Source: an optimization exercise on an open RTL-to-GDS flow (aim: small area). Production flows keep margins and buffers that such runs may drop.
The RTL was checked by simulation tests, not by an equivalence proof against the original design.
The clock port is modelled as an ideal driver; clocking choices that lean on that would not hold on a real chip.
Power figures rest on the tool's default switching activity, not on a simulated workload.

==> design/flow/design.v <==
typedef enum logic [16-1:0] {
    MTIME_LOW_R     = 16'hbff8,
    MTIME_HIGH_R    = 16'hbffc,
    MTIMECMP_LOW_R  = 16'h4000,
    MTIMECMP_HIGH_R = 16'h4004
} type_mtime_regs_e;
localparam int unsigned CSR_MTVEC_BASE_ALIGN_VECTOR = 6;
localparam int unsigned CSR_MTVEC_BASE_ALIGN_DIRECT = 2;
localparam int unsigned MODE_BIT = 0;
localparam int unsigned CSR_STVEC_BASE_ALIGN_VECTOR = 6;
localparam int unsigned CSR_STVEC_BASE_ALIGN_DIRECT = 2;
typedef enum logic [11:0] {
    CSR_ADDR_MVENDORID  = 12'hF11,
    CSR_ADDR_MARCHID    = 12'hF12,
    CSR_ADDR_MIMPID     = 12'hF13,
    CSR_ADDR_MHARTID    = 12'hF14,
    CSR_ADDR_MSTATUS    = 12'h300,   
    CSR_ADDR_MISA       = 12'h301,   
    CSR_ADDR_MEDELEG    = 12'h302,   
    CSR_ADDR_MIDELEG    = 12'h303,   
    CSR_ADDR_MIE        = 12'h304,   
    CSR_ADDR_MTVEC      = 12'h305,   
    CSR_ADDR_MCOUNTEREN = 12'h306,   
    CSR_ADDR_MSTATUSH   = 12'h310,   
    CSR_ADDR_MSCRATCH   = 12'h340,   
    CSR_ADDR_MEPC       = 12'h341,   
    CSR_ADDR_MCAUSE     = 12'h342,   
    CSR_ADDR_MTVAL      = 12'h343,   
    CSR_ADDR_MIP        = 12'h344,   
    CSR_ADDR_SSTATUS    = 12'h100,
    CSR_ADDR_SIE        = 12'h104,
    CSR_ADDR_STVEC      = 12'h105,
    CSR_ADDR_SCOUNTEREN = 12'h106,
    CSR_ADDR_SSCRATCH   = 12'h140,
    CSR_ADDR_SEPC       = 12'h141,
    CSR_ADDR_SCAUSE     = 12'h142,
    CSR_ADDR_STVAL      = 12'h143,
    CSR_ADDR_SIP        = 12'h144,
    CSR_ADDR_SATP       = 12'h180,
    CSR_ADDR_PMPCFG0   = 12'h3A0,
    CSR_ADDR_PMPADDR0  = 12'h3B0,
    CSR_ADDR_PMPADDR1  = 12'h3B1,
    CSR_ADDR_PMPADDR2  = 12'h3B2,
    CSR_ADDR_PMPADDR3  = 12'h3B3,
    CSR_ADDR_MCYCLE        = 12'hB00,
    CSR_ADDR_MINSTRET      = 12'hB02,
    CSR_ADDR_MHPMCOUNTER3  = 12'hB03,
    CSR_ADDR_MINSTRETH     = 12'hB82,
    CSR_ADDR_MCYCLEH       = 12'hB80,
    CSR_ADDR_MHPMCOUNTER3H = 12'hB83,
    CSR_ADDR_MCOUNTINHIBIT = 12'h320,
    CSR_ADDR_CYCLE         = 12'hC00,
    CSR_ADDR_TIME          = 12'hC01,
    CSR_ADDR_INSTRET       = 12'hC02,
    CSR_ADDR_CYCLEH        = 12'hC80,
    CSR_ADDR_TIMEH         = 12'hC81,
    CSR_ADDR_INSTRETH      = 12'hC82
} type_csr_addr_e;
localparam int unsigned EXC_CODE_WIDTH = 4;
typedef enum logic [EXC_CODE_WIDTH-1:0] {
    EXC_CODE_INSTR_MISALIGN        = 4'd0,      
    EXC_CODE_INSTR_ACCESS_FAULT    = 4'd1,      
    EXC_CODE_ILLEGAL_INSTR         = 4'd2,      
    EXC_CODE_BREAKPOINT            = 4'd3,      
    EXC_CODE_LD_ADDR_MISALIGN      = 4'd4,      
    EXC_CODE_LD_ACCESS_FAULT       = 4'd5,      
    EXC_CODE_ST_ADDR_MISALIGN      = 4'd6,      
    EXC_CODE_ST_ACCESS_FAULT       = 4'd7,      
    EXC_CODE_ECALL_UMODE           = 4'd8,      
    EXC_CODE_ECALL_SMODE           = 4'd9,      
    EXC_CODE_ECALL_MMODE           = 4'd11,     
    EXC_CODE_INST_PAGE_FAULT       = 4'd12,     
    EXC_CODE_LD_PAGE_FAULT         = 4'd13,     
    EXC_CODE_ST_PAGE_FAULT         = 4'd15,     
    EXC_CODE_NO_EXCEPTION          = 4'd14      
} type_exc_code_e;
localparam int unsigned S_SOFT_INT_IDX  = 1;
localparam int unsigned M_SOFT_INT_IDX  = 3;
localparam int unsigned S_TIMER_INT_IDX = 5;
localparam int unsigned M_TIMER_INT_IDX = 7;
localparam int unsigned S_EXT_INT_IDX   = 9;
localparam int unsigned M_EXT_INT_IDX   = 11;
localparam logic [32-1:0] MIE_SSIP = 1 << S_SOFT_INT_IDX;
localparam logic [32-1:0] MIE_MSIP = 1 << M_SOFT_INT_IDX;
localparam logic [32-1:0] MIE_STIP = 1 << S_TIMER_INT_IDX;
localparam logic [32-1:0] MIE_MTIP = 1 << M_TIMER_INT_IDX;
localparam logic [32-1:0] MIE_SEIP = 1 << S_EXT_INT_IDX;
localparam logic [32-1:0] MIE_MEIP = 1 << M_EXT_INT_IDX;
localparam logic [32-1:0] MIE_MASK = MIE_SSIP | MIE_STIP | MIE_SEIP | MIE_MSIP | MIE_MTIP | MIE_MEIP;
localparam logic [32-1:0] MIP_MASK = MIE_MASK;
localparam logic [32-1:0] SIE_MASK = MIE_SSIP | MIE_STIP | MIE_SEIP;
localparam logic [32-1:0] SIP_MASK = SIE_MASK;
localparam logic [32-1:0] SIE_SSIP = MIE_SSIP;
localparam logic [32-1:0] SIP_SSIP = SIE_SSIP;
localparam int unsigned IRQ_CODE_WIDTH = 4;
typedef enum logic [IRQ_CODE_WIDTH-1:0] {
    IRQ_CODE_NONE       = 4'd0,
    IRQ_CODE_S_SOFTWARE = 4'd1,      
    IRQ_CODE_M_SOFTWARE = 4'd3,      
    IRQ_CODE_S_TIMER    = 4'd5,      
    IRQ_CODE_M_TIMER    = 4'd7,      
    IRQ_CODE_S_EXTERNAL = 4'd9,      
    IRQ_CODE_M_EXTERNAL = 4'd11      
} type_irq_code_e;
typedef enum logic[1:0] {
    PRIV_MODE_M = 2'b11,
    PRIV_MODE_S = 2'b01,
    PRIV_MODE_U = 2'b00
} type_priv_mode_e;
 typedef struct packed {
    logic              sd;      
    logic [7:0]        wpri3;   
    logic              tsr;     
    logic              tw;      
    logic              tvm;     
    logic              mxr;     
    logic              sum;     
    logic              mprv;    
    logic [1:0]        xs;      
    logic [1:0]        fs;      
    type_priv_mode_e   mpp;     
    logic [1:0]        vs;      
    logic              spp;     
    logic              mpie;    
    logic              ube;     
    logic              spie;    
    logic              wpri2;   
    logic              mie;     
    logic              wpri1;   
    logic              sie;     
    logic              wpri0;   
} type_status_reg_s;
localparam logic [32-1:0] STATUS_SIE  = 'h00000002;
localparam logic [32-1:0] STATUS_SPIE = 'h00000020;
localparam logic [32-1:0] STATUS_UBE  = 'h00000040;
localparam logic [32-1:0] STATUS_SPP  = 'h00000100;
localparam logic [32-1:0] STATUS_VS   = 'h00000600;
localparam logic [32-1:0] STATUS_FS   = 'h00006000;
localparam logic [32-1:0] STATUS_XS   = 'h00018000;
localparam logic [32-1:0] STATUS_SUM  = 'h00040000;
localparam logic [32-1:0] STATUS_MXR  = 'h00080000;
localparam logic [32-1:0] STATUS_SD   = 'h80000000;
localparam logic [32-1:0] SSTATUS_READ_MASK  = STATUS_SIE | STATUS_SPIE
                                                | STATUS_UBE | STATUS_SPP
                                                | STATUS_VS  | STATUS_FS
                                                | STATUS_XS  | STATUS_SUM
                                                | STATUS_MXR | STATUS_SD;
localparam logic [32-1:0] SSTATUS_WRITE_MASK = STATUS_SIE | STATUS_SPIE
                                                | STATUS_SPP | STATUS_FS
                                                | STATUS_SUM | STATUS_MXR;
localparam logic [32-1:0] SATP_ASID_MASK  = 'h803FFFFF;
localparam SATP_MODE_WIDTH = 1;
localparam SATP_ASID_WIDTH = 9;
localparam SATP_PPN_WIDTH  = 22;
localparam MODE_SV32       = 1;
typedef struct packed {
    logic [SATP_MODE_WIDTH-1:0] mode;
    logic [SATP_ASID_WIDTH-1:0] asid;
    logic [SATP_PPN_WIDTH-1:0]  ppn;
} type_satp_reg_s;
localparam TVEC_MODE_WIDTH = 2;
localparam TVEC_BASE_WIDTH = 30;
typedef struct packed {
    logic [TVEC_BASE_WIDTH-1:0] base;
    logic [TVEC_MODE_WIDTH-1:0] mode;
} type_tvec_reg_s;
typedef struct packed {
    logic [14:0]                warl7;    
    logic                       uart;
    logic [3:0]                 warl6;
    logic                       meie;     
    logic                       warl5;
    logic                       seie;     
    logic                       warl4;
    logic                       mtie;     
    logic                       warl3;
    logic                       stie;     
    logic                       warl2;
    logic                       msie;     
    logic                       warl1;
    logic                       ssie;     
    logic                       warl0;
} type_mie_reg_s;
typedef struct packed {
    logic [14:0]                warl7;    
    logic                       uart;
    logic [3:0]                 warl6;
    logic                       meip;     
    logic                       warl5;
    logic                       seip;     
    logic                       warl4;
    logic                       mtip;     
    logic                       warl3;
    logic                       stip;     
    logic                       warl2;
    logic                       msip;     
    logic                       warl1;
    logic                       ssip;     
    logic                       warl0;
} type_mip_reg_s;
typedef struct packed {
    logic [14:0]                warl10;    
    logic                       uart;
    logic [3:0]                 warl9;
    logic                       warl8;   
    logic                       warl7;
    logic                       seie;     
    logic                       warl6;
    logic                       warl5;    
    logic                       warl4;
    logic                       stie;     
    logic                       warl3;
    logic                       warl2;    
    logic                       warl1;
    logic                       ssie;     
    logic                       warl0;
} type_sie_reg_s;
typedef struct packed {
    logic [14:0]                warl10;    
    logic                       uart;
    logic [3:0]                 warl9;
    logic                       warl8;   
    logic                       warl7;
    logic                       seip;     
    logic                       warl6;
    logic                       warl5;    
    logic                       warl4;
    logic                       stip;     
    logic                       warl3;
    logic                       warl2;    
    logic                       warl1;
    logic                       ssip;     
    logic                       warl0;
} type_sip_reg_s;
typedef struct packed {
    logic [27:0]               warl1;
    logic                       hpm3;
    logic                       ir;
    logic                       warl0;
    logic                       cy;
} type_mcountinhibit_reg_s;
 typedef enum logic [3:0] {
    AMO_OPS_NONE = '0,
    AMO_OPS_LR,
    AMO_OPS_SC,
    AMO_OPS_SWAP,
    AMO_OPS_ADD,
    AMO_OPS_XOR,
    AMO_OPS_AND,
    AMO_OPS_OR,
    AMO_OPS_MIN,
    AMO_OPS_MAX,
    AMO_OPS_MINU,
    AMO_OPS_MAXU
} type_amo_ops_e;
typedef enum logic [2:0] {
    AMO_IDLE  = 3'h0,
    AMO_LOAD  = 3'h1,
    AMO_OP    = 3'h2,
    AMO_ST    = 3'h3,
    AMO_DONE  = 3'h4
} type_amo_states_e;
typedef struct packed {                            
    type_amo_ops_e                   amo_ops;              
    logic                            is_amo; 
    logic                            amo_flush; 
    logic                            ack;  
} type_lsu2amo_ctrl_s;
typedef struct packed {                            
    logic [32-1:0]                lsu_addr;
    logic [32-1:0]                rs2_operand;
    logic [32-1:0]                r_data; 
} type_lsu2amo_data_s;
typedef struct packed {                      
    logic                            amo_done;      
    logic                            ld_req;     
    logic                            st_req; 
    logic                            rd_wr_req;
} type_amo2lsu_ctrl_s;
typedef struct packed {                            
    logic [32-1:0]                w_data; 
    logic [32-1:0]                amo_wrb_data; 
} type_amo2lsu_data_s;
typedef enum logic [4:0] {
    OPCODE_LOAD_INST      = 5'b00000,
    OPCODE_STORE_INST     = 5'b01000,
    OPCODE_MEM_FENCE_INST = 5'b00011,
    OPCODE_IMM_INST       = 5'b00100,
    OPCODE_AUIPC_INST     = 5'b00101,
    OPCODE_ARITH_INST     = 5'b01100,
    OPCODE_LUI_INST       = 5'b01101,
    OPCODE_BRANCH_INST    = 5'b11000,
    OPCODE_JALR_INST      = 5'b11001,
    OPCODE_JAL_INST       = 5'b11011,
    OPCODE_AMO_INST       = 5'b01011,
    OPCODE_SYSTEM_INST    = 5'b11100
} type_rv_opcode_e;
typedef enum logic {
    ALU_OPR1_PC = '0,        
    ALU_OPR1_REG             
} type_alu_opr1_sel_e;
typedef enum logic {
    ALU_OPR2_IMM = '0,      
    ALU_OPR2_REG            
} type_alu_opr2_sel_e;
typedef enum logic {
    ALU_CMP_OPR2_IMM = '0,  
    ALU_CMP_OPR2_REG        
} type_alu_cmp_opr2_sel_e;
typedef enum logic [3:0] {
    ALU_I_OPS_NONE = '0,    
    ALU_I_OPS_ADD,           
    ALU_I_OPS_SUB,           
    ALU_I_OPS_AND,           
    ALU_I_OPS_OR,            
    ALU_I_OPS_XOR,           
    ALU_I_OPS_SLT,           
    ALU_I_OPS_SLTU,          
    ALU_I_OPS_SLL,           
    ALU_I_OPS_SRL,           
    ALU_I_OPS_SRA,           
    ALU_I_OPS_COPY_OPR1,     
    ALU_I_OPS_COPY_OPR2      
} type_alu_i_ops_e;
typedef enum logic [2:0] {
    ALU_M_OPS_NONE   = '0,    
    ALU_M_OPS_MUL    =  3'b100,         
    ALU_M_OPS_MULHU  =  3'b101,         
    ALU_M_OPS_MULHSU =  3'b110,         
    ALU_M_OPS_MULH   =  3'b111          
} type_alu_m_ops_e;
typedef enum logic [2:0] {
    ALU_D_OPS_NONE   = '0,    
    ALU_D_OPS_DIV    =  3'b100,          
    ALU_D_OPS_DIVU   =  3'b101,          
    ALU_D_OPS_REM    =  3'b110,          
    ALU_D_OPS_REMU   =  3'b111           
} type_alu_d_ops_e;
typedef enum logic [2:0] {
    BR_OPS_NONE = '0,   
    BR_OPS_EQ,           
    BR_OPS_NE,           
    BR_OPS_GE,           
    BR_OPS_GEU,          
    BR_OPS_LT,           
    BR_OPS_LTU           
} type_br_ops_e;
typedef enum logic [2:0] {
    LD_OPS_NONE = '0,
    LD_OPS_LB,
    LD_OPS_LBU,
    LD_OPS_LH,
    LD_OPS_LHU,
    LD_OPS_LW
} type_ld_ops_e;
typedef enum logic [1:0] {
    ST_OPS_NONE = '0,
    ST_OPS_SB,
    ST_OPS_SH,
    ST_OPS_SW
} type_st_ops_e;
typedef enum logic [2:0] {
    RD_WRB_NONE = '0,
    RD_WRB_ALU,                            
    RD_WRB_INC_PC,                         
    RD_WRB_DMEM,                           
    RD_WRB_CSR,                            
    RD_WRB_D_ALU                           
} type_rd_wrb_sel_e;
 typedef enum logic [2:0] {
    SYS_OPS_NONE = '0,
    SYS_OPS_SFENCE_VMA,
    SYS_OPS_SRET,
    SYS_OPS_MRET,
    SYS_OPS_WFI 
} type_sys_ops_e;
 typedef enum logic [1:0] {
    CSR_OPS_NONE = '0,
    CSR_OPS_WRITE,
    CSR_OPS_SET,
    CSR_OPS_CLEAR
} type_csr_ops_e;
typedef enum logic {
    CSR_OPR_REG = '0,        
    CSR_OPR_IMM              
} type_csr_opr_sel_e;
typedef struct packed {                            
    logic [32-1:0]                addr;
    logic                            req; 
} type_if2imem_s;
typedef struct packed {                            
    logic [32-1:0]                r_data;
    logic                            ack;  
} type_imem2if_s;
typedef struct packed {                            
    logic [32-1:0]                instr;
    logic [32-1:0]                pc;
    logic [32-1:0]                pc_next;
    type_exc_code_e                  exc_code;
    logic                            instr_flushed;
} type_if2id_data_s;
typedef struct packed {                            
    logic                            exc_req;
    logic                            irq_req;
} type_if2id_ctrl_s;
typedef struct packed {                            
    logic [32-1:0]                rs1_data;     
    logic [32-1:0]                rs2_data;
    logic [32-1:0]                instr;
    logic [32-1:0]                pc;
    logic [32-1:0]                pc_next;
    logic [32-1:0]                imm;  
    type_exc_code_e                  exc_code;
    logic                            instr_flushed;   
} type_id2exe_data_s;
typedef struct packed {                           
    type_alu_i_ops_e                 alu_i_ops;
    type_alu_m_ops_e                 alu_m_ops;
    type_alu_d_ops_e                 alu_d_ops;
    type_ld_ops_e                    ld_ops;
    type_st_ops_e                    st_ops;
    type_br_ops_e                    branch_ops;
    type_csr_ops_e                   csr_ops;
    type_amo_ops_e                   amo_ops;
    type_sys_ops_e                   sys_ops;
    type_alu_opr1_sel_e              alu_opr1_sel;
    type_alu_opr2_sel_e              alu_opr2_sel;
    type_alu_cmp_opr2_sel_e          alu_cmp_opr2_sel;
    type_csr_opr_sel_e               csr_opr_sel;
    type_rd_wrb_sel_e                rd_wrb_sel;
    logic                            exc_req;
    logic                            rd_wr_req;
    logic                            jump_req;
    logic                            branch_req;
    logic                            fence_i_req;
    logic                            fence_req;
    logic                            irq_req;
} type_id2exe_ctrl_s;
typedef struct packed {                            
    logic [32-1:0]                alu_result;
    logic [32-1:0]                pc_next;
    logic [32-1:0]                rs2_data;
} type_exe2lsu_data_s;
typedef struct packed {  
    logic [4:0]                      rd_addr;                         
    type_rd_wrb_sel_e                rd_wrb_sel;
    type_ld_ops_e                    ld_ops;
    type_st_ops_e                    st_ops;
    type_amo_ops_e                   amo_ops;
    logic                            rd_wr_req;
    logic                            jump_req;
    logic                            branch_req;
    logic                            fence_req;
} type_exe2lsu_ctrl_s;
typedef struct packed {                            
    logic [11:0]                     csr_addr;
    logic [32-1:0]                pc;
    logic [32-1:0]                instr;
    logic [32-1:0]                csr_wdata;  
    type_exc_code_e                  exc_code; 
    logic                            instr_flushed;     
} type_exe2csr_data_s;
typedef struct packed {                           
    type_csr_ops_e                   csr_ops;
    type_sys_ops_e                   sys_ops;
    logic                            exc_req;
    logic                            irq_req;
    logic                            csr_rd_req;
    logic                            csr_wr_req;
    logic                            fence_i_req;
} type_exe2csr_ctrl_s;
typedef struct packed {                           
    type_ld_ops_e                    ld_ops;
    type_st_ops_e                    st_ops;
    logic                            ld_page_fault;
    logic                            st_page_fault;
    logic                            dcache_flush_ack;  
} type_lsu2csr_ctrl_s;
typedef struct packed {                            
    logic [32-1:0]                dbus_addr;
    logic [32-1:0]                pc_next; 
} type_lsu2csr_data_s;
typedef struct packed {                            
    logic [32-1:0]                csr_rdata;     
} type_csr2wrb_data_s;
typedef struct packed { 
    logic [32-1:0]                csr_mhartid;                           
    logic [1:0]                      ext_irq;   
    logic                            timer_irq;   
    logic                            soft_irq; 
    logic                            uart_irq;    
} type_pipe2csr_s;
typedef struct packed {                            
    logic [32-1:0]                alu_result;
    logic [32-1:0]                pc_next;
    logic [32-1:0]                r_data;  
    logic [5-1:0]           rd_addr; 
} type_lsu2wrb_data_s;
typedef struct packed {                           
    type_rd_wrb_sel_e                rd_wrb_sel;
    logic                            rd_wr_req;
} type_lsu2wrb_ctrl_s;
typedef struct packed {                            
    logic [32-1:0]                addr;
    logic [32-1:0]                w_data;
    type_st_ops_e                    st_ops;
    logic                            ld_req;  
    logic                            st_req;  
} type_lsu2dbus_s;
typedef struct packed {                            
    logic [32-1:0]                r_data;
    logic                            ack;  
} type_dbus2lsu_s;
typedef struct packed {                            
    logic [32-1:0]                addr;
    logic [32-1:0]                w_data;
    logic [3:0]                      sel_byte;  
    logic                            w_en;  
    logic                            req;
} type_dbus2peri_s;
typedef struct packed {                            
    logic [32-1:0]                r_data;
    logic                            ack;  
} type_peri2dbus_s;
typedef struct packed {                            
    logic [32-1:0]                pc_new;
} type_exe2if_fb_s;
typedef struct packed {                            
    logic [32-1:0]                pc_new;
    logic                            icache_flush; 
    logic                            irq_req;
} type_csr2if_fb_s;
typedef struct packed {                            
    type_priv_mode_e                 priv_mode;
} type_csr2id_fb_s;
typedef struct packed {                            
    logic [32-1:0]                rd_data;
    logic [5-1:0]           rd_addr;
    logic                            rd_wr_req;  
} type_wrb2id_fb_s;
typedef struct packed {                        
    logic [5-1:0]           rd_addr;
    logic                            rd_wr_req;  
    logic                            lsu_req;
    logic                            lsu_ack;   
} type_lsu2fwd_s;
typedef struct packed {                            
    logic [5-1:0]           rd_addr;
    logic                            rd_wr_req;    
} type_wrb2fwd_s;
typedef struct packed {                            
    logic [5-1:0]           rs1_addr;
    logic [5-1:0]           rs2_addr;
    logic                            new_pc_req;  
    logic                            use_rs1;
    logic                            use_rs2; 
} type_exe2fwd_s;
typedef struct packed {                            
    logic                            new_pc_req; 
    logic                            irq_flush_lsu;
    logic                            wfi_req; 
    logic                            csr_read_req;
} type_csr2fwd_s;
typedef struct packed {  
    logic                            exe_new_pc_req;                            
    logic                            csr_new_pc_req;
    logic                            wfi_req; 
    logic                            if_stall;
} type_fwd2if_s;
typedef struct packed {                            
    logic                            fwd_wrb_rs1;
    logic                            fwd_wrb_rs2; 
    logic                            fwd_lsu_rs1;
    logic                            fwd_lsu_rs2; 
} type_fwd2exe_s;
typedef struct packed {  
    logic                            if2id_pipe_flush; 
    logic                            if2id_pipe_stall;
    logic                            id2exe_pipe_flush;  
    logic                            id2exe_pipe_stall; 
    logic                            exe2lsu_pipe_stall;
    logic                            exe2lsu_pipe_flush;
    logic                            lsu2wrb_pipe_flush; 
    logic                            pipe_fwd_wrb_rs1; 
    logic                            pipe_fwd_wrb_rs2;                          
} type_fwd2ptop_s;
typedef struct packed {  
    logic                            pipe_stall; 
} type_fwd2csr_s;
typedef struct packed {  
    logic                            lsu_flush;                           
} type_fwd2lsu_s;
typedef struct packed {                            
    logic [22-1:0]           satp_ppn;  
    logic                            en_vaddr;
    logic                            en_ld_st_vaddr;
    logic                            mxr; 
    logic                            lsu_flush;  
    logic                            tlb_flush;
    logic                            dcache_flush;
} type_csr2lsu_data_s;
typedef struct packed {                            
    logic [32-1:0]                timer_val_low;  
    logic [32-1:0]                timer_val_high;  
} type_clint2csr_s;
typedef struct packed {                            
    logic [32-1:0]                reg_data;
    logic [5-1:0]           reg_addr;
    logic                            reg_wr_req;  
} type_debug_port_s;
module reg_file (
    input   logic                      rst_n,                
    input   logic                      clk,                  
    input   logic [5-1:0]     rs1_addr_i,           
    input   logic [5-1:0]     rs2_addr_i,           
    output  logic [32-1:0]          rs1_data_o,           
    output  logic [32-1:0]          rs2_data_o,           
    input   logic                      rd_wr_req_i,          
    input   logic [5-1:0]     rd_addr_i,            
    input   logic [32-1:0]          rd_data_i             
);
logic   [32-1:1][32-1:0] register_file;
logic   [32-1:1]            row_we, row_keep;
always_comb begin
    for (int i = 1; i < 32; i++) begin
        row_we[i]   = rst_n & rd_wr_req_i & (rd_addr_i == i);
        row_keep[i] = rst_n & ~(rd_wr_req_i & (rd_addr_i == i));
    end
end
always_ff @(posedge clk) begin
    for (int i = 1; i < 32; i++) begin
        register_file[i] <= (register_file[i] & {32{row_keep[i]}})
                          | (rd_data_i & {32{row_we[i]}});
    end
end
always_comb begin
    rs1_data_o = '0;
    rs2_data_o = '0;
    for (int i = 1; i < 32; i++) begin
        rs1_data_o = rs1_data_o | (register_file[i] & {32{rs1_addr_i == i}});
        rs2_data_o = rs2_data_o | (register_file[i] & {32{rs2_addr_i == i}});
    end
end
endmodule
module decode (
    input wire type_if2id_data_s              if2id_data_i,
    input wire type_if2id_ctrl_s              if2id_ctrl_i,
    output type_id2exe_data_s                 id2exe_data_o,
    output type_id2exe_ctrl_s                 id2exe_ctrl_o,           
    input wire type_csr2id_fb_s               csr2id_fb_i,
    input wire [32-1:0]                    rf2id_rs1_data,
    input wire [32-1:0]                    rf2id_rs2_data
);
logic [5-1:0]               id2rf_rs1_addr;             
logic [5-1:0]               id2rf_rs2_addr;             
logic [32-1:0]                    instr_codeword;
logic                                illegal_instr;
logic [2:0]                          funct3_opcode;
logic [6:0]                          funct7_opcode;
logic [4:0]                          funct5_opcode;
logic [4:0]                          shift_amt;  
type_if2id_ctrl_s                    if2id_ctrl;
type_if2id_data_s                    if2id_data;
type_id2exe_ctrl_s                   id2exe_ctrl;
type_id2exe_data_s                   id2exe_data;
type_csr2id_fb_s                     csr2id_fb;
type_rv_opcode_e                     instr_opcode;
assign if2id_ctrl = if2id_ctrl_i;
assign if2id_data = if2id_data_i;
assign csr2id_fb  = csr2id_fb_i;
assign instr_codeword = if2id_data.instr;
assign instr_opcode   = type_rv_opcode_e'(instr_codeword[6:2]); 
assign funct7_opcode  = instr_codeword[31:25];
assign funct3_opcode  = instr_codeword[14:12];
assign funct5_opcode  = instr_codeword[24:20];
assign id2rf_rs1_addr = instr_codeword[19:15];
assign id2rf_rs2_addr = instr_codeword[24:20];
assign shift_amt      = instr_codeword[24:20]; 
always_comb begin
    id2exe_ctrl.alu_i_ops  = ALU_I_OPS_NONE;
    id2exe_ctrl.alu_m_ops  = ALU_M_OPS_NONE;
    id2exe_ctrl.alu_d_ops  = ALU_D_OPS_NONE;
    id2exe_ctrl.ld_ops     = LD_OPS_NONE;
    id2exe_ctrl.st_ops     = ST_OPS_NONE;
    id2exe_ctrl.branch_ops = BR_OPS_NONE;
    id2exe_ctrl.csr_ops    = CSR_OPS_NONE;
    id2exe_ctrl.amo_ops    = AMO_OPS_NONE;
    id2exe_ctrl.sys_ops    = SYS_OPS_NONE;
    id2exe_ctrl.alu_opr1_sel     = ALU_OPR1_PC;
    id2exe_ctrl.alu_opr2_sel     = ALU_OPR2_IMM;
    id2exe_ctrl.alu_cmp_opr2_sel = ALU_CMP_OPR2_REG;
    id2exe_ctrl.csr_opr_sel      = CSR_OPR_REG;
    id2exe_ctrl.rd_wrb_sel       = RD_WRB_NONE;
    id2exe_ctrl.rd_wr_req        = 1'b0;
    id2exe_ctrl.jump_req         = 1'b0;
    id2exe_ctrl.branch_req       = 1'b0;
    id2exe_ctrl.exc_req          = 1'b0;
    id2exe_ctrl.fence_i_req      = 1'b0;
    id2exe_ctrl.fence_req        = 1'b0;
    id2exe_ctrl.irq_req          = if2id_ctrl.irq_req;
    id2exe_data.imm      = {{21{instr_codeword[31]}}, instr_codeword[30:20]};
    id2exe_data.rs1_data = rf2id_rs1_data;    
    id2exe_data.rs2_data = rf2id_rs2_data;    
    id2exe_data.instr    = instr_codeword;
    id2exe_data.pc       = if2id_data.pc;
    id2exe_data.pc_next  = if2id_data.pc_next;
    id2exe_data.exc_code = EXC_CODE_NO_EXCEPTION;
    id2exe_data.instr_flushed = if2id_data.instr_flushed;
    illegal_instr       = 1'b0;
       case (instr_opcode)
            OPCODE_ARITH_INST  : begin
                id2exe_ctrl.rd_wrb_sel       = RD_WRB_ALU;
                id2exe_ctrl.alu_opr1_sel     = ALU_OPR1_REG;
                id2exe_ctrl.alu_opr2_sel     = ALU_OPR2_REG;
                id2exe_ctrl.alu_cmp_opr2_sel = ALU_CMP_OPR2_REG;
                id2exe_ctrl.rd_wr_req        = 1'b1;
                 case (funct7_opcode)
                    7'b0000000 : begin
                        id2exe_ctrl.alu_i_ops = (funct3_opcode == 3'b000) ? ALU_I_OPS_ADD
                                              : (funct3_opcode == 3'b001) ? ALU_I_OPS_SLL
                                              : (funct3_opcode == 3'b010) ? ALU_I_OPS_SLT
                                              : (funct3_opcode == 3'b011) ? ALU_I_OPS_SLTU
                                              : (funct3_opcode == 3'b100) ? ALU_I_OPS_XOR
                                              : (funct3_opcode == 3'b101) ? ALU_I_OPS_SRL
                                              : (funct3_opcode == 3'b110) ? ALU_I_OPS_OR
                                              :                             ALU_I_OPS_AND;
                    end  
                    7'b0100000 : begin
                        case (funct3_opcode)
                            3'b000  : id2exe_ctrl.alu_i_ops = ALU_I_OPS_SUB;
                            3'b101  : id2exe_ctrl.alu_i_ops = ALU_I_OPS_SRA;
                            default : illegal_instr         = 1'b1;
                        endcase  
                    end  
                    7'b0000001 : begin
                        if (funct3_opcode[2]) begin
                            id2exe_ctrl.rd_wrb_sel = RD_WRB_D_ALU;
                        end
                        if (funct3_opcode[2]) begin
                            id2exe_ctrl.alu_d_ops = type_alu_d_ops_e'({1'b1, funct3_opcode[1:0]});
                        end else begin
                            id2exe_ctrl.alu_m_ops = type_alu_m_ops_e'({1'b1, funct3_opcode[1] ^ funct3_opcode[0], funct3_opcode[0]});
                        end
                    end  
                    default : illegal_instr = 1'b1;
                endcase  
            end  
            OPCODE_IMM_INST : begin
                id2exe_ctrl.rd_wrb_sel       = RD_WRB_ALU;
                id2exe_ctrl.alu_opr1_sel     = ALU_OPR1_REG;
                id2exe_ctrl.alu_opr2_sel     = ALU_OPR2_IMM;
                id2exe_ctrl.alu_cmp_opr2_sel = ALU_CMP_OPR2_IMM;
                id2exe_ctrl.rd_wr_req        = 1'b1;
                case (funct3_opcode)
                    3'b000 : id2exe_ctrl.alu_i_ops = ALU_I_OPS_ADD;            
                    3'b010 : id2exe_ctrl.alu_i_ops = ALU_I_OPS_SLT;            
                    3'b011 : id2exe_ctrl.alu_i_ops = ALU_I_OPS_SLTU;           
                    3'b100 : id2exe_ctrl.alu_i_ops = ALU_I_OPS_XOR;            
                    3'b110 : id2exe_ctrl.alu_i_ops = ALU_I_OPS_OR;             
                    3'b111 : id2exe_ctrl.alu_i_ops = ALU_I_OPS_AND;            
                    3'b001 : begin
                              id2exe_data.imm     = 32'(shift_amt);      
                              id2exe_ctrl.alu_i_ops = ALU_I_OPS_SLL;            
                    end
                    3'b101 : begin
                        case (funct7_opcode)
                            7'b0000000 : begin
                                id2exe_data.imm     = 32'(shift_amt);   
                                id2exe_ctrl.alu_i_ops = ALU_I_OPS_SRL;           
                            end
                            7'b0100000 : begin
                                id2exe_data.imm     = 32'(shift_amt);   
                                id2exe_ctrl.alu_i_ops = ALU_I_OPS_SRA;           
                            end
                            default : illegal_instr  =  1'b1;
                        endcase  
                    end
                endcase  
            end  
            OPCODE_AUIPC_INST : begin
                id2exe_ctrl.rd_wrb_sel   = RD_WRB_ALU;
                id2exe_ctrl.alu_opr1_sel = ALU_OPR1_PC;
                id2exe_ctrl.alu_opr2_sel = ALU_OPR2_IMM;
                id2exe_ctrl.alu_i_ops    = ALU_I_OPS_ADD;
                id2exe_ctrl.rd_wr_req    = 1'b1;                 
                id2exe_data.imm          = {instr_codeword[31:12], 12'b0};
            end  
            OPCODE_LUI_INST : begin
                id2exe_ctrl.rd_wrb_sel   = RD_WRB_ALU;
                id2exe_ctrl.alu_opr2_sel = ALU_OPR2_IMM;
                id2exe_ctrl.alu_i_ops    = ALU_I_OPS_COPY_OPR2;
                id2exe_ctrl.rd_wr_req    = 1'b1;                
                id2exe_data.imm          = {instr_codeword[31:12], 12'b0};
            end  
            OPCODE_LOAD_INST : begin
                id2exe_ctrl.rd_wrb_sel   = RD_WRB_DMEM;
                id2exe_ctrl.alu_opr1_sel = ALU_OPR1_REG;
                id2exe_ctrl.alu_opr2_sel = ALU_OPR2_IMM;
                id2exe_ctrl.alu_i_ops    = ALU_I_OPS_ADD;
                id2exe_ctrl.rd_wr_req    = 1'b1;
                case (funct3_opcode)
                    3'b000  : id2exe_ctrl.ld_ops = LD_OPS_LB;             
                    3'b001  : id2exe_ctrl.ld_ops = LD_OPS_LH;             
                    3'b010  : id2exe_ctrl.ld_ops = LD_OPS_LW;             
                    3'b100  : id2exe_ctrl.ld_ops = LD_OPS_LBU;            
                    3'b101  : id2exe_ctrl.ld_ops = LD_OPS_LHU;            
                    default : illegal_instr      =  1'b1;                 
                endcase  
            end  
            OPCODE_STORE_INST : begin
                id2exe_ctrl.alu_opr1_sel = ALU_OPR1_REG;
                id2exe_ctrl.alu_opr2_sel = ALU_OPR2_IMM;
                id2exe_ctrl.alu_i_ops    = ALU_I_OPS_ADD;
                id2exe_data.imm          = {{21{instr_codeword[31]}}, instr_codeword[30:25], instr_codeword[11:7]};
                case (funct3_opcode)
                    3'b000  : id2exe_ctrl.st_ops = ST_OPS_SB;             
                    3'b001  : id2exe_ctrl.st_ops = ST_OPS_SH;             
                    3'b010  : id2exe_ctrl.st_ops = ST_OPS_SW;             
                    default : illegal_instr      =  1'b1;                 
                endcase  
            end  
            OPCODE_MEM_FENCE_INST : begin
                case (funct3_opcode)
                    3'b000  : id2exe_ctrl.fence_req = 1'b1;               
                    3'b001  : id2exe_ctrl.fence_i_req = 1'b1;             
                    default : illegal_instr           = 1'b1;             
                endcase  
            end  
            OPCODE_BRANCH_INST : begin
                id2exe_ctrl.alu_opr1_sel     = ALU_OPR1_PC;
                id2exe_ctrl.alu_opr2_sel     = ALU_OPR2_IMM;
                id2exe_ctrl.alu_cmp_opr2_sel = ALU_CMP_OPR2_REG;
                id2exe_ctrl.alu_i_ops        = ALU_I_OPS_ADD;
                id2exe_ctrl.branch_req       = 1'b1;
                id2exe_data.imm              = {{20{instr_codeword[31]}}, instr_codeword[7], instr_codeword[30:25], instr_codeword[11:8], 1'b0};
                case (funct3_opcode)
                    3'b000  : id2exe_ctrl.branch_ops = BR_OPS_EQ;             
                    3'b001  : id2exe_ctrl.branch_ops = BR_OPS_NE;             
                    3'b100  : id2exe_ctrl.branch_ops = BR_OPS_LT;             
                    3'b101  : id2exe_ctrl.branch_ops = BR_OPS_GE;             
                    3'b110  : id2exe_ctrl.branch_ops = BR_OPS_LTU;            
                    3'b111  : id2exe_ctrl.branch_ops = BR_OPS_GEU;            
                    default : begin                                           
                        illegal_instr          = 1'b1;
                        id2exe_ctrl.branch_req = 1'b0;
                    end
                endcase  
            end  
            OPCODE_JALR_INST : begin
                id2exe_ctrl.rd_wrb_sel   = RD_WRB_INC_PC;
                id2exe_ctrl.alu_opr1_sel = ALU_OPR1_REG;
                id2exe_ctrl.alu_opr2_sel = ALU_OPR2_IMM;
                id2exe_ctrl.alu_i_ops    = ALU_I_OPS_ADD;
                id2exe_ctrl.rd_wr_req    = 1'b1;
                id2exe_ctrl.jump_req     = 1'b1;
            end  
            OPCODE_JAL_INST : begin
                id2exe_ctrl.rd_wrb_sel   = RD_WRB_INC_PC;
                id2exe_ctrl.alu_opr1_sel = ALU_OPR1_PC;
                id2exe_ctrl.alu_opr2_sel = ALU_OPR2_IMM;
                id2exe_ctrl.alu_i_ops    = ALU_I_OPS_ADD;
                id2exe_ctrl.rd_wr_req    = 1'b1;
                id2exe_ctrl.jump_req     = 1'b0;  
                id2exe_data.imm          = {{12{instr_codeword[31]}}, instr_codeword[19:12], instr_codeword[20], instr_codeword[30:21], 1'b0};
            end  
            OPCODE_SYSTEM_INST : begin
                case (funct3_opcode)
                    3'b001 : begin               
                        id2exe_ctrl.alu_opr1_sel = ALU_OPR1_REG;
                        id2exe_ctrl.rd_wrb_sel   = RD_WRB_CSR;
                        id2exe_ctrl.csr_ops      = CSR_OPS_WRITE;
                        id2exe_ctrl.csr_opr_sel  = CSR_OPR_REG;
                    end
                    3'b010 : begin               
                        id2exe_ctrl.alu_opr1_sel = ALU_OPR1_REG;
                        id2exe_ctrl.rd_wrb_sel   = RD_WRB_CSR;
                        id2exe_ctrl.csr_ops      = CSR_OPS_SET;
                        id2exe_ctrl.csr_opr_sel  = CSR_OPR_REG;
                    end
                    3'b011 : begin              
                        id2exe_ctrl.alu_opr1_sel = ALU_OPR1_REG;
                        id2exe_ctrl.rd_wrb_sel   = RD_WRB_CSR;
                        id2exe_ctrl.csr_ops      = CSR_OPS_CLEAR;
                        id2exe_ctrl.csr_opr_sel  = CSR_OPR_REG;
                    end
                    3'b101 : begin              
                        id2exe_ctrl.rd_wrb_sel  = RD_WRB_CSR;
                        id2exe_ctrl.csr_ops     = CSR_OPS_WRITE;
                        id2exe_ctrl.csr_opr_sel = CSR_OPR_IMM;
                    end
                    3'b110 : begin              
                        id2exe_ctrl.rd_wrb_sel  = RD_WRB_CSR;
                        id2exe_ctrl.csr_ops     = CSR_OPS_SET;
                        id2exe_ctrl.csr_opr_sel = CSR_OPR_IMM;
                    end
                    3'b111 : begin              
                        id2exe_ctrl.rd_wrb_sel  = RD_WRB_CSR;
                        id2exe_ctrl.csr_ops     = CSR_OPS_CLEAR;
                        id2exe_ctrl.csr_opr_sel = CSR_OPR_IMM;
                    end
                    3'b000 : begin
                        case (funct7_opcode)
                            7'b0000000 : begin        
                                case (funct5_opcode)
                                    5'b00000 : begin   
                                        id2exe_ctrl.exc_req  = 1'b1;
                                        id2exe_data.exc_code = EXC_CODE_ECALL_MMODE;
                                        case (csr2id_fb.priv_mode)
                                            PRIV_MODE_M: id2exe_data.exc_code = EXC_CODE_ECALL_MMODE;
                                            PRIV_MODE_S: id2exe_data.exc_code = EXC_CODE_ECALL_SMODE;
                                            PRIV_MODE_U: id2exe_data.exc_code = EXC_CODE_ECALL_UMODE;
                                            default:       ;  
                                        endcase
                                    end
                                    5'b00001 : begin   
                                        id2exe_ctrl.exc_req  = 1'b1;
                                        id2exe_data.exc_code = EXC_CODE_BREAKPOINT;
                                    end
                                    default : illegal_instr  =  1'b1; 
                                endcase  
                            end
                            7'b0001000 : begin        
                                case (funct5_opcode)
                                    5'b00010 : begin   
                                        id2exe_ctrl.sys_ops    = SYS_OPS_SRET;
                                    end
                                    5'b00101 : begin   
                                        id2exe_ctrl.sys_ops    = SYS_OPS_WFI;  
                                    end
                                    default : illegal_instr  =  1'b1; 
                                endcase  
                            end
                            7'b0011000 : begin         
                                id2exe_ctrl.sys_ops    = SYS_OPS_MRET;                               
                            end
                            7'b0001001 : begin         
                                id2exe_ctrl.sys_ops    = SYS_OPS_SFENCE_VMA;                               
                            end
                            default : illegal_instr = 1'b1;
                        endcase  
                    end
                    default : illegal_instr = 1'b1;    
                endcase  
            end  
            OPCODE_AMO_INST : begin
                id2exe_ctrl.rd_wrb_sel   = RD_WRB_DMEM;   
                id2exe_ctrl.alu_opr1_sel = ALU_OPR1_REG;
                id2exe_ctrl.alu_opr2_sel = ALU_OPR2_REG;
                id2exe_ctrl.ld_ops       = LD_OPS_LW;     
                id2exe_ctrl.st_ops       = ST_OPS_SW;     
                id2exe_ctrl.alu_i_ops    = ALU_I_OPS_COPY_OPR1;
                id2exe_ctrl.rd_wr_req    = 1'b1;         
                if (funct3_opcode == 3'b010) begin              
                    case (funct7_opcode[6:2])
                        5'b00000  : id2exe_ctrl.amo_ops = AMO_OPS_ADD;                   
                        5'b00001  : id2exe_ctrl.amo_ops = AMO_OPS_SWAP;                  
                        5'b00010  : begin 
                            id2exe_ctrl.amo_ops = AMO_OPS_LR;                            
                            id2exe_ctrl.st_ops  = ST_OPS_NONE;                           
                            if (funct5_opcode != '0) illegal_instr = 1'b1;
                        end
                        5'b00011  : id2exe_ctrl.amo_ops = AMO_OPS_SC;                    
                        5'b00100  : id2exe_ctrl.amo_ops = AMO_OPS_XOR;                   
                        5'b01000  : id2exe_ctrl.amo_ops = AMO_OPS_OR;                    
                        5'b01100  : id2exe_ctrl.amo_ops = AMO_OPS_AND;                   
                        5'b10000  : id2exe_ctrl.amo_ops = AMO_OPS_MIN;                   
                        5'b10100  : id2exe_ctrl.amo_ops = AMO_OPS_MAX;                   
                        5'b11000  : id2exe_ctrl.amo_ops = AMO_OPS_MINU;                  
                        5'b11100  : id2exe_ctrl.amo_ops = AMO_OPS_MAXU;                  
                        default   : illegal_instr       = 1'b1;                          
                    endcase  
                end else begin
                    illegal_instr = 1'b1;
                end  
            end  
            default : begin
                illegal_instr = 1'b1;
            end
        endcase  
   if(illegal_instr | if2id_ctrl.exc_req)  begin
     id2exe_ctrl.alu_i_ops   = ALU_I_OPS_NONE;
     id2exe_ctrl.alu_m_ops   = ALU_M_OPS_NONE;
     id2exe_ctrl.alu_d_ops   = ALU_D_OPS_NONE;
     id2exe_ctrl.ld_ops      = LD_OPS_NONE;
     id2exe_ctrl.st_ops      = ST_OPS_NONE;
     id2exe_ctrl.branch_ops  = BR_OPS_NONE;
     id2exe_ctrl.csr_ops     = CSR_OPS_NONE;
     id2exe_ctrl.amo_ops     = AMO_OPS_NONE;
     id2exe_ctrl.sys_ops     = SYS_OPS_NONE;
     id2exe_ctrl.rd_wrb_sel  = RD_WRB_NONE;
     id2exe_ctrl.exc_req     = 1'b1;
     id2exe_ctrl.rd_wr_req   = 1'b0;
     id2exe_ctrl.jump_req    = 1'b0;
     id2exe_ctrl.branch_req  = 1'b0;
     id2exe_ctrl.fence_i_req = 1'b0;
     id2exe_ctrl.fence_req   = 1'b0;
     if (if2id_ctrl.exc_req) begin
         id2exe_data.exc_code = if2id_data.exc_code; 
     end else begin
     id2exe_data.exc_code    = EXC_CODE_ILLEGAL_INSTR;
     end
   end
end  
assign id2exe_ctrl_o = id2exe_ctrl;
assign id2exe_data_o = id2exe_data; 
endmodule
module pcore_id (
    input  logic          clk,
    input  logic          rst_n,                  
    input  logic [100:0]  if2id_data_i,           
    input  logic [1:0]    if2id_ctrl_i,           
    input  logic [1:0]    csr2id_fb_i,            
    input  logic [37:0]   wrb2id_fb_i,            
    output logic [196:0]  id2exe_data_o,          
    output logic [40:0]   id2exe_ctrl_o           
);
type_wrb2id_fb_s      wrb2id_fb;
assign wrb2id_fb = type_wrb2id_fb_s'(wrb2id_fb_i);
logic                 valid_q;                
logic [100:0]         if2id_data_q;
logic [1:0]           if2id_ctrl_q;
logic [1:0]           csr2id_fb_q;
always_ff @(posedge clk) begin
    if (~rst_n) begin
        valid_q      <= 1'b0;
        if2id_data_q <= '0;
        if2id_ctrl_q <= '0;
        csr2id_fb_q  <= '0;
    end else begin
        valid_q      <= 1'b1;
        if2id_data_q <= if2id_data_i;
        if2id_ctrl_q <= if2id_ctrl_i;
        csr2id_fb_q  <= csr2id_fb_i;
    end
end
type_if2id_data_s     if2id_data;
assign if2id_data = type_if2id_data_s'(if2id_data_q);
logic [32-1:0]     rs1_data, rs2_data;
reg_file rf_module (
    .rst_n          (rst_n),
    .clk            (clk),
    .rs1_addr_i     (if2id_data.instr[19:15]),
    .rs2_addr_i     (if2id_data.instr[24:20]),
    .rs1_data_o     (rs1_data),
    .rs2_data_o     (rs2_data),
    .rd_wr_req_i    (wrb2id_fb.rd_wr_req),
    .rd_addr_i      (wrb2id_fb.rd_addr),
    .rd_data_i      (wrb2id_fb.rd_data)
);
type_id2exe_data_s    id2exe_data;
type_id2exe_ctrl_s    id2exe_ctrl;
decode decode_module (
    .if2id_data_i   (if2id_data),
    .if2id_ctrl_i   (type_if2id_ctrl_s'(if2id_ctrl_q)),
    .id2exe_data_o  (id2exe_data),
    .id2exe_ctrl_o  (id2exe_ctrl),
    .csr2id_fb_i    (type_csr2id_fb_s'(csr2id_fb_q)),
    .rf2id_rs1_data (rs1_data),
    .rf2id_rs2_data (rs2_data)
);
always_comb begin
    id2exe_data_o = id2exe_data;
    id2exe_ctrl_o = valid_q ? id2exe_ctrl : '0;
    if (~valid_q) id2exe_data_o[4:1] = '0;
end
endmodule
==> design/flow/flow/run.sh <==
#!/bin/bash
# Standard ORFS layout (the standard.sh) with these changes:
#  - ports are buffered with the smallest buffer (buf_1) instead of ORFS's default pick
#  - clock tree: clkbuf_4 buffers, small sink clusters, no dummy loads
#  - after clock tree synthesis, cells with spare slack are downsized (flow/post_cts.tcl)
set -euo pipefail
bash standard.sh \
  "BUFFER_PORTS_ARGS=-buffer_cell sky130_fd_sc_hd__buf_1" \
  "CTS_ARGS=-sink_clustering_enable -repair_clock_nets -dont_use_dummy_load -buf_list sky130_fd_sc_hd__clkbuf_4 -sink_clustering_size 8 -sink_clustering_max_diameter 50" \
  "POST_CTS_TCL=$PWD/flow/post_cts.tcl" \
  finish > standard_flow.log 2>&1
==> design/flow/flow/post_cts.tcl <==
# Downsize cells that have timing slack to spare (power recovery also
# shrinks area), then legalize the placement again.
repair_timing -recover_power 100 -setup_margin 0.3 -match_cell_footprint
detailed_placement
check_placement -verbose
==> design/flow/standard.sh <==
#!/bin/bash
# synth_recipe.tcl (not shown) runs the flow's synth.tcl, then flattens the netlist and writes it again
# the make line also repeats each setting of config.mk as NAME=value (left out here)
make -C /OpenROAD-flow-scripts/flow DESIGN_CONFIG=/design/flow/config.mk WORK_HOME=/design/flow/orfs CLKGATE_MAP_FILE= SYNTH_SCRIPT=/design/flow/synth_recipe.tcl "${@:-finish}"
==> design/flow/config.mk <==
export PLATFORM = sky130hd
export DESIGN_NAME = pcore_id
export DESIGN_NICKNAME = pcore_id
export VERILOG_FILES = /design/flow/design.v
export SDC_FILE = /design/flow/constraint.sdc
export NUM_CORES = 4
export LEC_CHECK = 0
export CAP_MARGIN = 10
export CELL_PAD_IN_SITES_DETAIL_PLACEMENT = 1
export CELL_PAD_IN_SITES_GLOBAL_PLACEMENT = 1
export CORE_MARGIN = 2
export CORE_UTILIZATION = 35
export PLACE_DENSITY = 0.45
export SETUP_SLACK_MARGIN = 0.3
export SLEW_MARGIN = 10
==> design/flow/constraint.sdc <==
create_clock -name core_clock -period 10.0 [get_ports {clk}]
set_input_delay 2.0000 -clock core_clock [delete_from_list [all_inputs] [get_ports {clk}]]
set_output_delay 2.0000 -clock core_clock [all_outputs]
set_load 0.01 [all_outputs]
==> run summary, run 1 <==
* Outcome: complete, but fails checks
* SO Viols: max-capacitance violations, max-slew violations
* WL final at 324000 um
* Layout cells sized above 1 at 0.0990
* Crit path max fanout at 23
* I/O pins at about 380
* Reg clk slew, reported paths at 0.09 ns
* Drc violations at 0
* Wire per inst at 47.9 um
* Seq/Total Area, Yosys at 0.468
* Reg-to-reg startpoint: rf_module.register_file[200]$_DFF_P_
* NumNets Final at 5111
* Critical path required time at roughly 8 ns
* # port buffers at 382
* Site Rows at around 130
* First-pass GRT wire length at between 400000 and 500000 um
* Minimum clock period at 7.86 ns
* Die ar. at 137000 um^2
* Critical path launch point: if2id_data_q[86]$_SDFF_PN0_
* Placed Area at 50000 um^2
* R2R cell count at 1
* Vias in the first global route at 47285
* Power Total at 7660 uW
* Setup CP Type: register to primary output
* Total gr overflow at 0
* HPWL after DPL at 177000 um
* Most frequent cells in the layout: dfxtp_1, a22o_1, a22oi_1
* Layout Skew at 0 ns
* Die Wd at 370 um
* Routed vias at 50800
* Worst-Skew Late Latency at 1.27 ns
* Power Density at around 150 nW/um^2
* Tot GR Track Use at 0.454
* Slew margin rel. at -0.0168
* Syn-to-layout area delta at 9.45%
* Synthesized area at 47000 um^2
* Leak at 0.0192 uW
* Initial antenna violation count at 23
* Largest net degree at the start of global routing at 80
* Core area at approximately 130000 um^2
* Ys flop type: dfxtp_1
* Max-slew violations at 26
* Die H at 370 um
* Crit path capture: id2exe_data_o[170]
* EDFF count, synth at 0
* Initial DRC Count at 9678
* Sink Count at between 1000 and 1500
* Post-synthesis async set-or-reset flop share at 0
* Post-synth top area share at 0.468
* Synth cell types at 68
* Commonest non-fill, non-tap cell in the layout: dfxtp_1
* Initial Utilization at 0.352
* Setup crit start kind: register
* Fmax at 127 MHz
* Slew @ Worst Pin at 1.53 ns
* Top cells by area, synth: dfxtp_1, a22o_1, a22oi_1, clkbuf_1, nand2_1
* Yosys top cell by area: dfxtp_1
* Gp weighted congestion at 0.917
* Max IR drop VDD at 0.120 mV
* R2R Setup Slk at roughly 9.2 ns
* Post-Syn Nets at 5005
* Final Setup Violations at 0
* R2R Path End: rf_module.register_file[200]$_DFF_P_
* Synth Area per Inst at roughly 9.7 um^2
* Via/cell ratio at 7.52
* Crit share post-route at 0.786
* FF+latch count, synth at about 1100
* CTS tree: done
* Element type at the critical path end: primary output
* First-pass iteration count of the detailed router at 8
* Total negative setup slack at 0 ns
* RSZ-0062 raised after global routing: false
* Number of max-cap violations at 1
* Cell count after synthesis at 4856
* Crit path arrival time at 5.86 ns
* Final Hold Fails at 0
* Hold WC Path Type: register to register
* Fin area at 51400 um^2
* Synth Warn # at 3
* Antenna-violating nets left at 0
==> stage by stage <==
stage | setup slack [ns] | utilization | std cells | hold WS, ns
after floorplan | 5.55 | - | 4856 | 0.456
after global placement | 4.19 | 0.375 | 6543 | 0.480
after global routing | 2.24 | 0.385 | 6734 | 0.524
after detailed placement | 4.14 | 0.375 | 6543 | 0.486
final | 2.14 | 0.386 | 6754 | 0.509
==> worst min path at each step <==
| stage | startpoint | to | slack, ns | depth (start not counted) |
|---|---|---|---|---|
| after global routing | rf_module.register_file[972]$_DFF_P_ | rf_module.register_file[972]$_DFF_P_ | 0.52 | 1 |
| final | rf_module.register_file[108]$_DFF_P_ | rf_module.register_file[108]$_DFF_P_ | 0.51 | 1 |
| after global placement | rf_module.register_file[140]$_DFF_P_ | rf_module.register_file[140]$_DFF_P_ | 0.48 | 1 |
| after detailed placement | rf_module.register_file[722]$_DFF_P_ | rf_module.register_file[722]$_DFF_P_ | 0.49 | 1 |
| after floorplan | rf_module.register_file[419]$_DFF_P_ | rf_module.register_file[419]$_DFF_P_ | 0.46 | 1 |
==> routing by layer <==
| layer | up-vias | wire (um) | global-route usage |
|---|---|---|---|
| met5 | - | 168 | 0.000699 |
| met4 | 20 | 22400 | 0.274 |
| met3 | 1270 | 42500 | 0.144 |
| met2 | 4753 | 133000 | 0.646 |
| met1 | 25688 | 126000 | 0.595 |
| li1 | 19069 | - | - |
==> where the power goes <==
group	internal [uW]	switching (uW)
combinational	140	577
sequential	4420	58.6
clock	780	1680
==> synth_stat cells (4+ instances only) <==
| cell | count |
|---|---|
| a31oi_1 | 8 |
| nor3b_1 | 4 |
| o21ai_0 | 23 |
| buf_2 | 64 |
| nand4_1 | 87 |
| nor2b_1 | 14 |
| o21bai_1 | 4 |
| nand2b_1 | 11 |
| nor2_1 | 172 |
| buf_4 | 97 |
| nand3_1 | 89 |
| o22ai_1 | 5 |
| buf_1 | 22 |
| nand2_1 | 335 |
| and3_1 | 7 |
| inv_1 | 16 |
| or3_1 | 10 |
| ha_1 | 4 |
| a222oi_1 | 60 |
| a21boi_1 | 16 |
| and4_1 | 5 |
| or3b_2 | 4 |
| a221oi_1 | 8 |
| clkbuf_1 | 454 |
| a22oi_1 | 862 |
| nand3b_1 | 11 |
| and2_1 | 117 |
| a211oi_1 | 6 |
| a22o_1 | 999 |
| mux2i_1 | 6 |
| nor3_1 | 71 |
| a21o_1 | 19 |
| a32oi_1 | 8 |
| nor4_1 | 46 |
| a21oi_1 | 26 |
| o21a_1 | 20 |
| dfxtp_1 | 1098 |
==> kinds of logic after synthesis <==
logic type | count (synthesis) | share of synthesized area
flops | 1098 | 0.468
buf+inv | 655 | 0.0620
simple gates | 1003 | 0.105
mux | 8 | 0.00200
fa+ha+maj | 4 | 0.00107
compound gates | 2085 | 0.362
xor+xnor | 3 | 0.000559
==> cell type report <==
| cell class | instances | area [um^2] |
|---|---|---|
| Sequential cell | 1098 | 22000 |
| Antenna cell | 26 | 65.1 |
| Tap cell | 1768 | 2210 |
| Inverter | 17 | 63.8 |
| Timing Repair Buffer | 571 | 3000 |
| Fill cell | 15094 | 81900 |
| Multi-Input combinational cell | 3103 | 22800 |
| Clock buffer | 171 | 1280 |
==> registers in the layout, summed over array words and instances, names as in the netlist <==
name                     flops
csr2id_fb_q                  2
if2id_ctrl_q                 2
if2id_data_q               101
rf_module.register_file    992
valid_q                      1
==> critical path, cell delays in order (launching register included) <==
cell and delay [ns]:
dfxtp_1 0.60, clkbuf_2 0.70, nand3_1 0.52, nor2_4 0.84, buf_2 1.04, a22oi_1 0.23, and3_1 0.21, nand3_1 0.23
buf_1 0.20
==> run 2, diff against run 1 <==
==> design/flow/flow/run.sh (replaced) <==
#!/bin/bash
# Standard ORFS layout (the standard.sh) with these changes:
#  - ports are buffered with the smallest buffer (buf_1) instead of ORFS's default pick
#  - clock tree: clkbuf_4 buffers, small sink clusters, no dummy loads
set -euo pipefail
bash standard.sh \
  "BUFFER_PORTS_ARGS=-buffer_cell sky130_fd_sc_hd__buf_1" \
  "CTS_ARGS=-sink_clustering_enable -repair_clock_nets -dont_use_dummy_load -buf_list sky130_fd_sc_hd__clkbuf_4 -sink_clustering_size 8 -sink_clustering_max_diameter 50" \
  finish > standard_flow.log 2>&1
removed: design/flow/flow/post_cts.tcl
==> run 2 against run 1 <==
  * Now clean on timing, DRC and antenna
  * Design area fell by 0.15%
  * Worst setup slack improved by 0.51 ns
  * Clock skew did not move
  * Count of clock-buffer cells in the layout did not move
  * Die area did not move
  * Final cell count fell by 0.21%
  * Core utilization fell by 0.059 points
  * Highest routed layer unchanged
==> run summary, run 2 <==
* Total gr overflow at 0
* First-pass GRT wire length at 427000 um
* Power Density at about 150 nW/um^2
* Drc violations at 0
* Reg clk slew, reported paths at 0.07 ns
* Crit path arrival time at 5.35 ns
* Most instantiated cells after synthesis: dfxtp_1, a22o_1, a22oi_1, clkbuf_1, nand2_1
* Die H at 370 um
* Minimum clock period at between 7 and 8 ns
* Bufs on Longest Clock Path at 3
* Cell count after synthesis at 4856
* Root buffer cell: clkbuf_4
* Fmax at around 140 MHz
* Top reg by flops: rf_module.register_file
* Ys flop type: dfxtp_1
* Post-synth top area share at 0.468
* Commonest non-fill, non-tap cell in the layout: dfxtp_1
* Leak at 0.0191 uW
* Number of max-cap violations at 0
* R2R Setup Slk at approximately 9.2 ns
* Hold_buf cts at 0
* Max IR drop VDD at 0.125 mV
* Top-count cell post-synth: dfxtp_1
* First-pass iteration count of the detailed router at 10
* Wire per inst at 48.1 um
* Initial Utilization at 0.352
* Crit path max fanout at 17
* EDFF count, synth at 0
* Seq/Total Area, Yosys at 0.468
* WL final at 324000 um
* Top cells by area, synth: dfxtp_1, a22o_1, a22oi_1, clkbuf_1, nand2_1
* Hold WC Path Type: register to register
* Setup crit start kind: register
* FF+latch count, synth at 1098
* Most frequent cells in the layout: dfxtp_1, a22o_1, a22oi_1
* Initial DRC Count at 9887
* Largest net degree at the start of global routing at 80
* Setup bufs post-CTS at 0
* Post-synthesis async set-or-reset flop share at 0
* Final Hold Fails at 0
* Final Setup Violations at 0
* Core area at approximately 130000 um^2
* Setup CP Type: register to primary output
* Placed Area at 50000 um^2
* Element type at the critical path end: primary output
* Worst-Skew Late Latency at 1.29 ns
* Max-slew violations at 0
* Gp weighted congestion at 0.917
* Max reg flops at a little under 1000
* Layout cells sized above 1 at 0.0997
* Leading registers by flop count: rf_module.register_file (992), if2id_data_q (101)
* Antenna-violating nets left at 0
* Post-Syn Nets at between 5000 and 6000
* # port buffers at 382
* Synthesized area at 47000 um^2
* Synth Warn # at 3
* HPWL after DPL at 177000 um
* Filler cell count at 15086
* Vias in the first global route at approximately 47000
* Slew @ Worst Pin at 1.43 ns
* Initial antenna violation count at 20
* Routed vias at 50917
* I/O pins at approximately 380
* Tot GR Track Use at 0.454
* Die Wd at 370 um
* Critical path required time at 8.00 ns
* Syn-to-layout area delta at 9.28%
* Crit share post-route at 0.735
* Fin area at 51300 um^2
* Layout Skew at 0 ns
* Outcome: timing/DRC/antenna clean
* RSZ-0062 raised after global routing: false
* Slew margin rel. at 0.0417
* CTS tree: done
* NumNets Final at 5097
* Via/cell ratio at 7.55
* Synth cell types at 68
* Die ar. at 137000 um^2
* CTS H-tree depth at 4
* Site Rows at 134
* Post-CTS sizing at 0
* Sink Count at 1098
* Total negative setup slack at 0 ns
* Synth Area per Inst at 9.67 um^2
* Yosys top cell by area: dfxtp_1
* CTS buffer count at 171
run 2: through the flow:
stage | setup WS, ns | hold WS (ns) | std cells | total power [uW] | utilization
after CTS | 2.82 | 0.507 | 6714 | 7620 | 0.385
after global routing | 2.72 | 0.524 | 6724 | 7830 | 0.385
final | 2.65 | 0.514 | 6740 | 7660 | 0.385
after global placement | 4.19 | 0.480 | 6543 | 5250 | 0.375
after detailed placement | 4.14 | 0.486 | 6543 | 5250 | 0.375
after floorplan | 5.55 | 0.456 | 4856 | 4880 | -
run 2: path summary, 6_finish.rpt:
kind                                                           start                                   end  depth (start not counted)
worst max-delay path                     if2id_data_q[88]$_SDFF_PN0_                    id2exe_data_o[183]                          7
worst max register to register  rf_module.register_file[200]$_DFF_P_  rf_module.register_file[200]$_DFF_P_                          1
worst min register to register  rf_module.register_file[991]$_DFF_P_  rf_module.register_file[991]$_DFF_P_                          1
worst min-delay path            rf_module.register_file[991]$_DFF_P_  rf_module.register_file[991]$_DFF_P_                          1
run 2: layout make-up:
type | count | area [um^2] | share of cell area
repair buffers | 557 | 2750 | 0.0536
multi-input cells | 3103 | 23000 | 0.448
well taps | 1768 | 2210 | 0.0431
flip-flops and latches | 1098 | 22000 | 0.428
inverters | 17 | 63.8 | 0.00124
clock buffers | 171 | 1280 | 0.0250
diodes | 26 | 65.1 | 0.00127
run 2: cells by family after synthesis:
logic type	share of synthesized area
and+or+nand+nor	0.105
AOI/OAI and AO/OA	0.362
DFF	0.468
buffers and inverters	0.0620
muxes	0.00200
adders and majority gates	0.00107
xor gates and xnor gates	0.000559
run 2: report_power, final:
part	switching, uW	internal [uW]
clock network	1680	780
registers	58.8	4420
logic	580	137
total	2320	5340
run 2: critical path: stages (launching register included):
cell,delay [ns]
dfxtp_1,0.89
nand2_1,0.70
nor2_4,1.05
buf_4,0.68
a22oi_1,0.17
nand4_1,0.13
or4_1,0.26
buf_1,0.19
run 2: routing by layer:
layer	wire (um)	global-route usage	share of wire
met3	43000	0.141	0.13
met5	173	0.000699	0.00053
met1	126000	0.597	0.39
met4	22600	0.272	0.070
met2	133000	0.647	0.41
==> run 3, diff against run 2 <==
--- a/design/flow/config.mk
+++ b/design/flow/config.mk
@@ -9,7 +9,7 @@
 export CELL_PAD_IN_SITES_DETAIL_PLACEMENT = 1
 export CELL_PAD_IN_SITES_GLOBAL_PLACEMENT = 1
 export CORE_MARGIN = 2
-export CORE_UTILIZATION = 35
-export PLACE_DENSITY = 0.45
+export CORE_UTILIZATION = 40
+export PLACE_DENSITY = 0.6
 export SETUP_SLACK_MARGIN = 0.3
 export SLEW_MARGIN = 10
==> run 3 against run 2 <==
  * Largest cell class unchanged
  * The layout now fails its checks (max-capacitance violations, max-slew violations)
  * Maximum frequency fell by 1.5%
  * Wire length fell by 5.9%
  * Design area fell by 0.65%
  * Critical path depth rose by 1
  * Via count rose by 1.5%
  * Sequential share of layout area rose by 0.28 points
  * Sequential power barely moved
  * Critical path type unchanged
  * Count of clock-buffer cells in the layout fell by 1
  * Clock power barely moved
  * First-iteration DRC count rose by 15%
==> run summary, run 3 <==
* Root buffer cell: clkbuf_4
* Hold_buf cts at 0
* Final Setup Violations at 0
* Slew @ Worst Pin at 1.51 ns
* Post-CTS sizing at 0
* Top-count cell post-synth: dfxtp_1
* Synth cell types at 68
* Die Wd at 347 um
* Hold WC Path Type: register to register
* Largest net degree at the start of global routing at between 70 and 80
* Synth Area per Inst at 9.67 um^2
* Max reg flops at 992
* Layout cells sized above 1 at 0.0982
* Routed vias at 51693
* Layout Skew at 0 ns
* CTS H-tree depth at 4
* Top cells by area, synth: dfxtp_1, a22o_1, a22oi_1, clkbuf_1, nand2_1
* # port buffers at approximately 380
* Post-synth top area share at 0.468
* Die H at 347 um
* FF+latch count, synth at approximately 1100
* Sink Count at 1098
* Initial DRC Count at 11359
* Max-slew violations at 3
* Power Density at 149 nW/um^2
* Max IR drop VDD at 0.102 mV
* Total gr overflow at 0
* Filler cell count at 13197
* HPWL after DPL at 158000 um
* Met1 wire length at 113000 um
* Fmax at 134 MHz
* Most instantiated cells after synthesis: dfxtp_1, a22o_1, a22oi_1, clkbuf_1, nand2_1
* Post-Syn Nets at 5005
* Via/cell ratio at between 7 and 8
* Leak at 0.0190 uW
* Drc violations at 0
* Most frequent cells in the layout: dfxtp_1, a22o_1, a22oi_1
* Cell count after synthesis at 4856
* Commonest non-fill, non-tap cell in the layout: dfxtp_1
* Outcome: complete, but fails checks
* Final Hold Fails at 0
* R2R cell count at 1
* First-pass iteration count of the detailed router at 9
* Setup crit start kind: register
* Ys flop type: dfxtp_1
* Die ar. at 120000 um^2
* I/O pins at about 380
* Placed insts at approximately 6300
* Seq/Total Area, Yosys at 0.468
* Antenna-violating nets left at 0
* CTS tree: done
* Crit share post-route at 0.746
* Minimum clock period at 7.46 ns
* Post-synthesis async set-or-reset flop share at 0
* Total negative setup slack at 0 ns
* Hold_ws at around 0.5 ns
* Synthesized area at around 47000 um^2
* Final Util at 0.438
* Depth of the worst hold-timing path at 1
* Area taken by multi-input logic gates at 23000 um^2
* NumNets Final at 5091
* CTS buffer count at 170
* Max layer used: met5
* Syn-to-layout area delta at 8.57%
* First-pass GRT wire length at between 400000 and 500000 um
* Wire per inst at 47.0 um
* Pre-CTS setup slack at 4.14 ns
* Initial antenna violation count at 21
* Setup CP Type: register to primary output
* Core area at 116000 um^2
* Initial Utilization at 0.404
* Tot GR Track Use at 0.484
* RSZ-0062 raised after global routing: false
* Met2 wire len at 120000 um
* Vias in the first global route at between 40000 and 50000
* Crit path max fanout at 20
* Post-route worst setup slack at 2.54 ns
* Slew margin rel. at -0.0118
* Yosys top cell by area: dfxtp_1
* Site Rows at 125
* Top reg by flops: rf_module.register_file
* SO Viols: max-capacitance violations, max-slew violations
* Worst-Skew Late Latency at 1.19 ns
* Reg clk slew, reported paths at 0.09 ns
* Crit path arrival time at 5.46 ns
* WL final at between 300000 and 400000 um
* Setup bufs post-CTS at 0
* Element type at the critical path end: primary output
* Leading registers by flop count: rf_module.register_file (992), if2id_data_q (101)
* Critical path required time at 8.00 ns
* Gp weighted congestion at 0.922
* Number of max-cap violations at 1
* EDFF count, synth at 0
* Fin cells at 6487
* Bufs on Longest Clock Path at 3
* Synth Warn # at 3
* Reg area at 22000 um^2
* Routed wl met3 at between 40000 and 50000 um
run 3: changes by cell type in the layout (fill, tap and decap cells not counted), moves of 2 or more:
cell / previous run / this run
buf_4: 175 / 168
diode_2: 26 / 23
buf_16: 0 / 2
o21a_2: 14 / 16
o21a_4: 2 / 0
run 3: critical path, cell delays in order (launching register included):
cell and delay (ns):
dfxtp_1 0.88, nand2b_1 0.65, nor2_4 0.92, buf_4 0.73
a22oi_1 0.26, and3_1 0.25, nand4_1 0.09, or3_1 0.30
buf_1 0.19
run 3: final timing paths:
path,start,endpoint,slack (ns)
worst min register to register,rf_module.register_file[340]$_DFF_P_,rf_module.register_file[340]$_DFF_P_,0.51
worst max register to register,rf_module.register_file[215]$_DFF_P_,rf_module.register_file[215]$_DFF_P_,9.22
worst min-delay path,rf_module.register_file[340]$_DFF_P_,rf_module.register_file[340]$_DFF_P_,0.51
worst max-delay path,if2id_data_q[88]$_SDFF_PN0_,id2exe_data_o[171],2.54
run 3: routing by layer:
metal / global-route usage / up-vias
met4: 0.313 / 12
met2: 0.664 / 5580
met3: 0.200 / 1541
met5: 0.0100 / -
li1: - / 19023
met1: 0.620 / 25537
run 3: cell type report:
| cell class | instances | share of cell area |
|---|---|---|
| Antenna cell | 23 | 0.00113 |
| Sequential cell | 1098 | 0.431 |
| Clock buffer | 170 | 0.0250 |
| Timing Repair Buffer | 552 | 0.0540 |
| Multi-Input combinational cell | 3103 | 0.450 |
| Inverter | 17 | 0.00125 |
| Tap cell | 1524 | 0.0374 |
run 3: power by group:
group	internal, uW	leakage [uW]	switching (uW)	total [uW]
combinational	139	0.00938	564	703
clock	775	0.000782	1660	2440
sequential	4420	0.00888	59.5	4480
total	5340	0.0190	2280	7620
run 3: kinds of logic (layout without fill, tap and decap cells):
kind of cell    count (synthesis)  count (layout)  synth area share
simple gates                 1003            1003             0.105
fa+ha+maj                       4               4           0.00107
flops                        1098            1098             0.468
compound gates               2085            2085             0.362
xor+xnor                        3               3          0.000559
other cells                     0              23                 0
mux                             8               8           0.00200
buf+inv                       655             739            0.0620
run 3: stage by stage:
stage | area, um^2 | power, uW
floorplan | 47000 | 4880
global placement | 49600 | 5220
detailed placement | 49600 | 5230
CTS | 50900 | 7550
global route | 51000 | 7760
finish | 51000 | 7620

-- separate check: timing with driven ports --
How much do the figures lean on ideal ports? The routed layouts below were timed once more, with nothing changed but the port constraints. Step 1 assumes that a clkbuf_16 drives the clock port and a buf_2 every other input. Step 2, shift: input delay + t, output delay - t, t = (earliest + latest rising clock arrival at the registers) / 2. This alone moves slack from input paths to output paths. a / b / c = ideal ports / drivers / drivers and shift; a / b = the first two.
run | shift t [ns] | setup WS [ns]
run 1 | 1.317 | 2.142 / 2.068 / 3.385
run 2 | 1.339 | 2.653 / 2.578 / 3.918
run 3 | 1.218 | 2.540 / 2.459 / 3.678
